Background: an optimization exercise with open tools, aiming at small area. Do not read the settings as production practice. The RTL was checked by simulation tests, not by an equivalence proof against the original design.

==> inputs of run a <==
==> flow/design.v (excerpt) <==
module convolver #(
    parameter N = 16,   
    parameter Q = 12,   
    parameter n = 416,  
    parameter k = 3,    
    parameter s = 1,    
    parameter NUM_MAC = 8
)(
    input wire clk,
    input wire rst,
    input wire en,
    input wire [N-1:0] activation_in,
    input wire [(k*k*N)-1:0] weight,
    input wire [N-1:0] batch_gamma,
    input wire [N-1:0] batch_beta,
    output wire [N-1:0] conv_out
);
==> module convolver, before the edit <==
module convolver #(
    parameter N = 16,   
    parameter Q = 12,   
    parameter n = 416,  
    parameter k = 3,    
    parameter s = 1,    
    parameter NUM_MAC = 8
)(
    input wire clk,
    input wire rst,
    input wire en,
    input wire [N-1:0] activation_in,
    input wire [(k*k*N)-1:0] weight,
    input wire [N-1:0] batch_gamma,
    input wire [N-1:0] batch_beta,
    output wire [N-1:0] conv_out
);
    localparam L = n + k;   
    reg [N-1:0] x [0:L-1];
    integer i;
    always @(posedge clk) begin
        if (en) begin
            x[0] <= activation_in;
            for (i = 1; i < L; i = i + 1)
                x[i] <= x[i-1];
        end
    end
    reg [8:0] cnt;
    always @(posedge clk) begin
        if (rst)
            cnt <= 9'd0;
        else if (en && cnt != L)
            cnt <= cnt + 9'd1;
    end
    wire v0   = cnt != 9'd0;
    wire v1   = cnt >= 9'd2;
    wire v2   = cnt >= 9'd3;
    wire v416 = cnt >= 9'd417;
    wire v417 = cnt >= 9'd418;
    wire v418 = cnt == L;
    function [3:0] top4;
        input [N-1:0] a;
        input [N-1:0] b;
        reg [N-1:0] p;
        begin
            p = a * b;
            top4 = p[N-1:Q];
        end
    endfunction
    wire [3:0] t0 = top4(x[0],   weight[0*N +: N]);
    wire [3:0] t1 = top4(x[1],   weight[1*N +: N]);
    wire [3:0] t2 = top4(x[2],   weight[2*N +: N]);
    wire [3:0] t3 = top4(x[n],   weight[3*N +: N]);
    wire [3:0] t4 = top4(x[n+1], weight[4*N +: N]);
    wire [3:0] t5 = top4(x[n+2], weight[5*N +: N]);
    wire [3:0] t6 = top4(x[0],   weight[6*N +: N]);
    wire [3:0] t7 = top4(x[1],   weight[7*N +: N]);
    wire [3:0] t8 = top4(x[2],   weight[8*N +: N]);
    wire [4:0] r0 = (t0 + t6) & {5{v0}};
    wire [4:0] r1 = (t1 + t7) & {5{v1}};
    wire [4:0] r2 = (t2 + t8) & {5{v2}};
    wire [3:0] r3 = t3 & {4{v416}};
    wire [3:0] r4 = t4 & {4{v417}};
    wire [3:0] r5 = t5 & {4{v418}};
    wire [7:0] c = r0 + r1 + r2 + r3 + r4 + r5;
    wire [N-1:0] bn = c * batch_gamma + batch_beta;
    assign conv_out = bn[N-1] ? (bn >> 3) : bn;
endmodule
export LEC_CHECK = 0
export CAP_MARGIN = 20
export CORE_MARGIN = 2
export CORE_UTILIZATION = 45
export PLACE_DENSITY = 0.6
export SLEW_MARGIN = 20
create_clock -name core_clock -period 28.0 [get_ports {clk}]
run.sh (not shown) runs the stock make flow with config.mk's settings and CLKGATE_MAP_FILE= SYNTH_SCRIPT=/design/flow/synth_recipe.tcl, a recipe that flattens the netlist after the stock synthesis.
==> run b (differences from run a) <==
==> flow/design.v (replaced) <==
module convolver #(
    parameter N = 16,   
    parameter Q = 12,   
    parameter n = 416,  
    parameter k = 3,    
    parameter s = 1,    
    parameter NUM_MAC = 8  
)(
    input wire clk,
    input wire rst,
    input wire en,
    input wire [N-1:0] activation_in,
    input wire [(k*k*N)-1:0] weight, 
    input wire [N-1:0] batch_gamma,  
    input wire [N-1:0] batch_beta,   
    output wire [N-1:0] conv_out
);
    reg [N-1:0] line_buffer [(k-1)*n-1:0];
    wire [N-1:0] window_buffer [0:k*k-1];
    integer i;
    always @(posedge clk) begin
        if (rst) begin
            for (i = 0; i < (k-1)*n; i = i + 1) begin
                line_buffer[i] <= 0;
            end
        end else if (en) begin
            for (i = (k-1)*n-1; i > 0; i = i - 1) begin
                line_buffer[i] <= line_buffer[i-1];
            end
            line_buffer[0] <= activation_in;  
        end
    end
    genvar x, y;
    generate
        for (y = 0; y < k; y = y + 1) begin : window_row
            for (x = 0; x < k; x = x + 1) begin : window_col
                if (y == k-1) begin
                    assign window_buffer[y*k + x] = line_buffer[x];  
                end else begin
                    assign window_buffer[y*k + x] = line_buffer[y*n + x];
                end
            end
        end
    endgenerate
    reg [N-1:0] conv_temp;
    always @(*) begin
        conv_temp = 0;
        for (i = 0; i < k*k; i = i + 1) begin
            conv_temp = conv_temp + (($signed(window_buffer[i]) * $signed(weight[i*N +: N])) >>> Q);
        end
    end
    wire [N-1:0] bn_out;
    assign bn_out = (conv_temp * batch_gamma) + batch_beta;
    assign conv_out = (bn_out[N-1]) ? (bn_out >>> 3) : bn_out;  
endmodule
==> notes <==
Between run a and run b, the lower via count is in run a (gap 42%, measured against run b). Of run b and run a, run b has the higher cell count (gap 74%, measured against run a). Against run b, the non-clock buffer count of run a is lower by 76. Run b completed without violations. Run a ran to the end with no violations. In run b the utilization is lower than in run a, by 0.77 points.

[re-timing with driven ports]
In the flow no input, the clock included, has a driving cell. The finished layouts below were timed again as built, in two steps.
Step 1 assumes that a clkbuf_16 drives the clock port and a buf_2 every other input.
Step 2 times the ports against the registers' clock, not the clock port: input delays grow and output delays shrink by t, the midpoint of the rising clock arrivals with the driver on.
a / b / c = no drivers / after step 1 / after step 2; a / b = the first two.
| run | shift t [ns] | setup WS [ns] | hold slack, ns | worst data-port slew with drivers (ns) | cell pins on the clock port's net |
|---|---|---|---|---|---|
| run a | 1.165 | 1.575 / 1.553 / 1.553 | 0.383 / 0.383 / 0.383 | 0.40 | 1 |
| run b | 1.159 | 2.069 / 2.044 / 2.044 | 0.445 / 0.445 / 0.445 | 0.14 | 1 |
After both steps every run listed still meets setup and hold. For run b, which loses most, drivers alone change the setup slack by -0.025 ns; drivers and shift together by -0.025 ns.
